Background: an optimization exercise with open tools, aiming at small area. Do not read the settings as production practice.
Function was checked by simulation only, so behaviour that the tests miss may differ from the original.
No activity file was given, so power comes from the tool's default toggle rates.

## v49
## alu
module alu(clk, rst, d1, d2, op, dout);
    input clk, rst;
    input [3:0] op;
    input [31:0] d1;
    input [31:0] d2;
    output reg [31:0] dout;
    wire is_add  = (op == 4'd0);
    wire is_sub  = (op == 4'd1);
    wire is_and  = (op == 4'd2);
    wire is_or   = (op == 4'd3);
    wire is_xor  = (op == 4'd4);
    wire is_srl  = (op == 4'd5);
    wire is_sll  = (op == 4'd6);
    wire is_slt  = (op == 4'd7);
    wire is_sra  = (op == 4'd8);
    wire is_sltu = (op == 4'd9);
    wire hold    = op[3] & (op[2] | op[1]);
    wire        sub = is_sub | is_slt | is_sltu;
    wire [31:0] bx  = d2 ^ {32{sub}};
    wire [31:0] pp  = d1 ^ bx;
    wire [31:0] gg  = d1 & bx;
    wire [32:0] pg0 = {pp, 1'b0};
    wire [32:0] gg0 = {gg, sub};
    wire G0_1 = gg0[1] | (pg0[1] & gg0[0]);
    wire P0_1 = pg0[1] & pg0[0];
    wire G0_3 = gg0[3] | (pg0[3] & gg0[2]);
    wire P0_3 = pg0[3] & pg0[2];
    wire G0_5 = gg0[5] | (pg0[5] & gg0[4]);
    wire P0_5 = pg0[5] & pg0[4];
    wire G0_7 = gg0[7] | (pg0[7] & gg0[6]);
    wire P0_7 = pg0[7] & pg0[6];
    wire G0_9 = gg0[9] | (pg0[9] & gg0[8]);
    wire P0_9 = pg0[9] & pg0[8];
    wire G0_11 = gg0[11] | (pg0[11] & gg0[10]);
    wire P0_11 = pg0[11] & pg0[10];
    wire G0_13 = gg0[13] | (pg0[13] & gg0[12]);
    wire P0_13 = pg0[13] & pg0[12];
    wire G0_15 = gg0[15] | (pg0[15] & gg0[14]);
    wire P0_15 = pg0[15] & pg0[14];
    wire G0_17 = gg0[17] | (pg0[17] & gg0[16]);
    wire P0_17 = pg0[17] & pg0[16];
    wire G0_19 = gg0[19] | (pg0[19] & gg0[18]);
    wire P0_19 = pg0[19] & pg0[18];
    wire G0_21 = gg0[21] | (pg0[21] & gg0[20]);
  ...
Size: roughly 680 cells after synthesis, about 32 flip-flops, ~100 I/O pins, ~0.0050 mm^2 of cells after synthesis.
export LEC_CHECK = 0
export CAP_MARGIN = 20
export CORE_MARGIN = 2
export CORE_UTILIZATION = 40
export SLEW_MARGIN = 20
create_clock -name core_clock -period 5.0 [get_ports {clk}]
standard.sh (not shown) runs the stock make flow with config.mk's settings and CLKGATE_MAP_FILE= SYNTH_SCRIPT=/design/flow/synth_recipe.tcl, a recipe that flattens the netlist after the stock synthesis.
==> flow/flow/run.sh <==
#!/bin/bash
# Own layout flow: the standard ORFS flow, with
#  - ORFS's synthesis run unchanged except that ABC maps with an area script
#    (flow/abc_area.script) in place of the delay-oriented one;
#  - ports buffered with sky130_fd_sc_hd__buf_1.
# Each tool's output goes to the ORFS logs under orfs/logs; make's to flow.log.
set -euo pipefail
W=$PWD
export AREA_ABC_SCRIPT=$W/flow/abc_area.script
{ head -n 1 synth_recipe.tcl; echo "source $W/flow/abc_hook.tcl"; tail -n +2 synth_recipe.tcl; } > synth_area.tcl
EXTRA=()
if [[ -f flow/make_args.txt ]]; then mapfile -t EXTRA < flow/make_args.txt; fi
bash standard.sh SYNTH_SCRIPT=$W/synth_area.tcl "${EXTRA[@]}" finish > flow.log 2>&1
==> flow/flow/abc_area.script <==
&get -n
&st
&dch
&nf -R 1000
&put
topo
stime -c
buffer -c
upsize -c
dnsize -c
==> flow/flow/abc_hook.tcl <==
# Run ABC with an area-oriented script instead of ORFS's delay-oriented one.
# Everything else in ORFS's synthesis is left as it is.
proc abc {args} {
  set i [lsearch -exact $args -script]
  if { $i >= 0 } {
    set args [lreplace $args [expr {$i + 1}] [expr {$i + 1}] $::env(AREA_ABC_SCRIPT)]
  }
  set j [lsearch -exact $args -D]
  if { $j >= 0 } {
    set args [lreplace $args $j [expr {$j + 1}]]
  }
  yosys abc {*}$args
}
==> flow/flow/make_args.txt <==
BUFFER_PORTS_ARGS=-buffer_cell sky130_fd_sc_hd__buf_1
#### Input delta (v5 over v49)
==> flow/flow/make_args.txt <==
BUFFER_PORTS_ARGS=-buffer_cell sky130_fd_sc_hd__buf_1
CTS_ARGS=-sink_clustering_enable -repair_clock_nets -dont_use_dummy_load -buf_list sky130_fd_sc_hd__clkbuf_8 -sink_clustering_size 32 -sink_clustering_max_diameter 150
Findings:
For the proportion of cell area occupied by multi-input gates, v5 came in 1.1 points higher than v49 did. Compared with v49, in v5 register share of total power up 3.3 points; global-route usage essentially unchanged; fraction of the mapped netlist area in simple logic gates roughly the same. As far as instance count after placement with tap cells included is concerned, v49 and v5 perform about the same. Diff v5 and v49: sequential share of layout area higher in v5. Status: hold slack parity (v5, v49). | cell count | v5 vs v49 | ≈ equal |. | met2 routing resource usage after global routing | higher: v49 |. Sum of internal, switching and leakage power, v5 and v49: higher on v49.
Edits applied to the flow inputs when going from v5 to v4:
==> flow/flow/abc_area.script <==
&get -n
&st
&dch
&nf -R 1000
&put
==> flow/flow/make_args.txt <==
BUFFER_PORTS_ARGS=-buffer_cell sky130_fd_sc_hd__buf_1
CTS_ARGS=-sink_clustering_enable -repair_clock_nets -dont_use_dummy_load -buf_list sky130_fd_sc_hd__clkbuf_8
RECOVER_POWER=100
Results
- The number of non-clock buffers in the layout number comes out lower for v5 vs v4.
- Summary of v4 over v5: post-detailed-placement half-perimeter wirelength down 230 um, boundary pin count shows no meaningful change, proportion of cell area occupied by registers has decreased, routed metal-1 wire length increased by about 3.4% relative to the old numbers, area of combinational cells with multiple inputs about even.
- Across v4 and v5, none had a timing, DRC or antenna violation.
- The total routed wirelength on v5 is in line with that on v4.
Modified inputs, v59 compared to v4
==> flow/flow/abc_area.script <==
&get -n
&st
&dch
&nf -R 1000
&put
topo
stime -c
buffer -c
upsize -c
dnsize -c
==> run summary <==
- Comparing v59 and v4, the lower logic depth of the worst path, buffers included was measured on v4.
- From v4 to v59 the numbers moved as follows: global-route usage saw a decrease; height of the die saw an increase; count of clock-net buffers in the final layout now sits at about the same level.
[inputs] v38 vs v59
==> flow/flow/make_args.txt <==
BUFFER_PORTS_ARGS=-buffer_cell sky130_fd_sc_hd__buf_1
CTS_ARGS=-sink_clustering_enable -repair_clock_nets -dont_use_dummy_load -buf_list sky130_fd_sc_hd__clkbuf_8
-- flow/config.mk --
<<< v59, line 6
export NUM_CORES = 4
export LEC_CHECK = 0
export CAP_MARGIN = 20
export CORE_MARGIN = 2
export CORE_UTILIZATION = 40
export SLEW_MARGIN = 20
>>> v38, line 6
export NUM_CORES = 4
export LEC_CHECK = 0
export CAP_MARGIN = 0
export CORE_MARGIN = 2
export CORE_UTILIZATION = 60
export PLACE_DENSITY = 0.7
export SLEW_MARGIN = 0
--- outcome ---
v38 ended with more overall power consumption than v59. Per the comparison of v38 with v59, final routed wirelength across all metal layers fell by about 5.3%; non-clock buffer instance count of the final layout rose by 5.6%; worst-case headroom to the max-slew limit now larger. For the logic depth of the worst setup path including buffers, v38 came in 2 lower than v59 did. Upper clock frequency limit of v59 is on par with v38. Looking at v38 and v59, the period utilization is a wash. v59 → v38: relative area change from synthesis to final layout picked up an extra 0.35 points; remaining global-route overflow neither gained nor lost much; share of total power in the clock network shrank by 0.9 points.

========
## wip/xenon
Another version of the RTL of alu (not shown whole).
For scale: ~32 flip-flops, about 100 I/O pins, about 0.0049 mm² of cells after synthesis.
clock: 5.0 ns
lec_check: 0
cap_margin: 20
core_margin: 2
core_utilization: 40
slew_margin: 20
==> flow/flow/run.sh <==
#!/bin/bash
# Own layout flow: the standard ORFS flow (standard.sh), with
#  - ORFS's synthesis run unchanged except that ABC maps with an area script
#    (flow/abc_area.script, hooked in by flow/abc_hook.tcl) in place of the
#    delay-oriented one;
#  - the extra make settings in flow/make_args.txt (one per line): ports
#    buffered with sky130_fd_sc_hd__buf_1, clock tree built from clkbuf_8
#    without dummy loads, and ORFS's power recovery (gate downsizing) after
#    global routing.
# The tools' logs are ORFS's own, under orfs/logs; make's output is flow.log.
set -euo pipefail
W=$PWD
export AREA_ABC_SCRIPT=$W/flow/abc_area.script
{ head -n 1 synth_recipe.tcl; echo "source $W/flow/abc_hook.tcl"; tail -n +2 synth_recipe.tcl; } > synth_area.tcl
EXTRA=()
if [[ -f flow/make_args.txt ]]; then mapfile -t EXTRA < flow/make_args.txt; fi
bash standard.sh SYNTH_SCRIPT=$W/synth_area.tcl "${EXTRA[@]}" finish > flow.log 2>&1
==> flow/flow/abc_area.script <==
&get -n
&st
&synch2
&nf -R 1000 -p -F 8 -A 4
&put
topo
stime -c
buffer -c
upsize -c
dnsize -c
==> flow/flow/make_args.txt <==
BUFFER_PORTS_ARGS=-buffer_cell sky130_fd_sc_hd__buf_1
CTS_ARGS=-sink_clustering_enable -repair_clock_nets -dont_use_dummy_load -buf_list sky130_fd_sc_hd__clkbuf_8
RECOVER_POWER=100
ADDER_MAP_FILE=
Scripts as last shown in full above: flow/flow/abc_hook.tcl
Edits applied to the flow inputs when going from wip/xenon to wip/nickel:
- PLACE_DENSITY newly set to 0.9
==> flow/flow/make_args.txt <==
BUFFER_PORTS_ARGS=-buffer_cell sky130_fd_sc_hd__buf_1
CTS_ARGS=-sink_clustering_enable -repair_clock_nets -dont_use_dummy_load -buf_list sky130_fd_sc_hd__clkbuf_8
RECOVER_POWER=100
## What came out
Compared to wip/xenon, wip/nickel leaves more free space in the core. Between wip/nickel and wip/xenon, the routed length on met2 is lower for wip/nickel. When wip/nickel is measured against wip/xenon, its time the final worst path needs with I/O delays and setup turns out 98 ps higher. Area added between synthesis and finish sits lower in wip/nickel than in wip/xenon.
Changes in wip/maple relative to wip/nickel:
- changing PLACE_DENSITY from 0.9 to 0.8
Notes after the runs:
- Between wip/nickel and wip/maple, the difference in portion of the layout cell area used by non-clock buffers is negligible.
- In the tables for wip/nickel and wip/maple, met1 track demand over resource reads lower with wip/nickel.
- Status: layout overhead on the synthesized area parity (wip/maple, wip/nickel)
- Between wip/maple and wip/nickel, the sequential cell area share figures differ only marginally.

-- afterwards: timing with drivers on the ports --
The results above use ideal ports. As a check the final layouts listed here were re-extracted and re-timed, cells and wires unchanged. Step 1: set_driving_cell puts a clkbuf_16 on clk and a buf_2 on each other input, an assumption about the parent block. Step 2 adds t to the input delays and takes it off the output delays; t is the mean of the earliest and latest rising clock arrival at the registers after step 1. Input paths then give back, and output paths get back, about the clock's delay inside the block. Slacks: ideal ports / drivers / drivers and shift; pairs: ideal ports / drivers.
| run | t, ns | slack for setup (ns) | slew at the worst register clock pin (ns) | pins driven straight from the clock port |
|---|---|---|---|---|
| v49 | 0.321 | 0.329 / 0.342 / 0.021 | 0.06 / 0.06 | 1 |
| v5 | 0.328 | 0.257 / 0.267 / -0.060 | 0.09 / 0.09 | 1 |
| v4 | 0.348 | 0.245 / 0.241 / -0.107 | 0.08 / 0.08 | 1 |
| v59 | 0.327 | 0.247 / 0.256 / -0.070 | 0.08 / 0.08 | 1 |
| v38 | 0.319 | 0.247 / 0.257 / -0.061 | 0.08 / 0.08 | 1 |
| wip/xenon | 0.334 | 0.428 / 0.439 / 0.106 | 0.08 / 0.08 | 1 |
| wip/nickel | 0.310 | 0.330 / 0.340 / 0.030 | 0.08 / 0.08 | 1 |
| wip/maple | 0.329 | 0.454 / 0.463 / 0.134 | 0.08 / 0.08 | 1 |
With both steps, setup timing fails in v5, v4, v59 and v38, where it was met with ideal ports. The setup slack of v4, which loses most, moves by -0.004 ns with the drivers and by -0.352 ns with both steps.
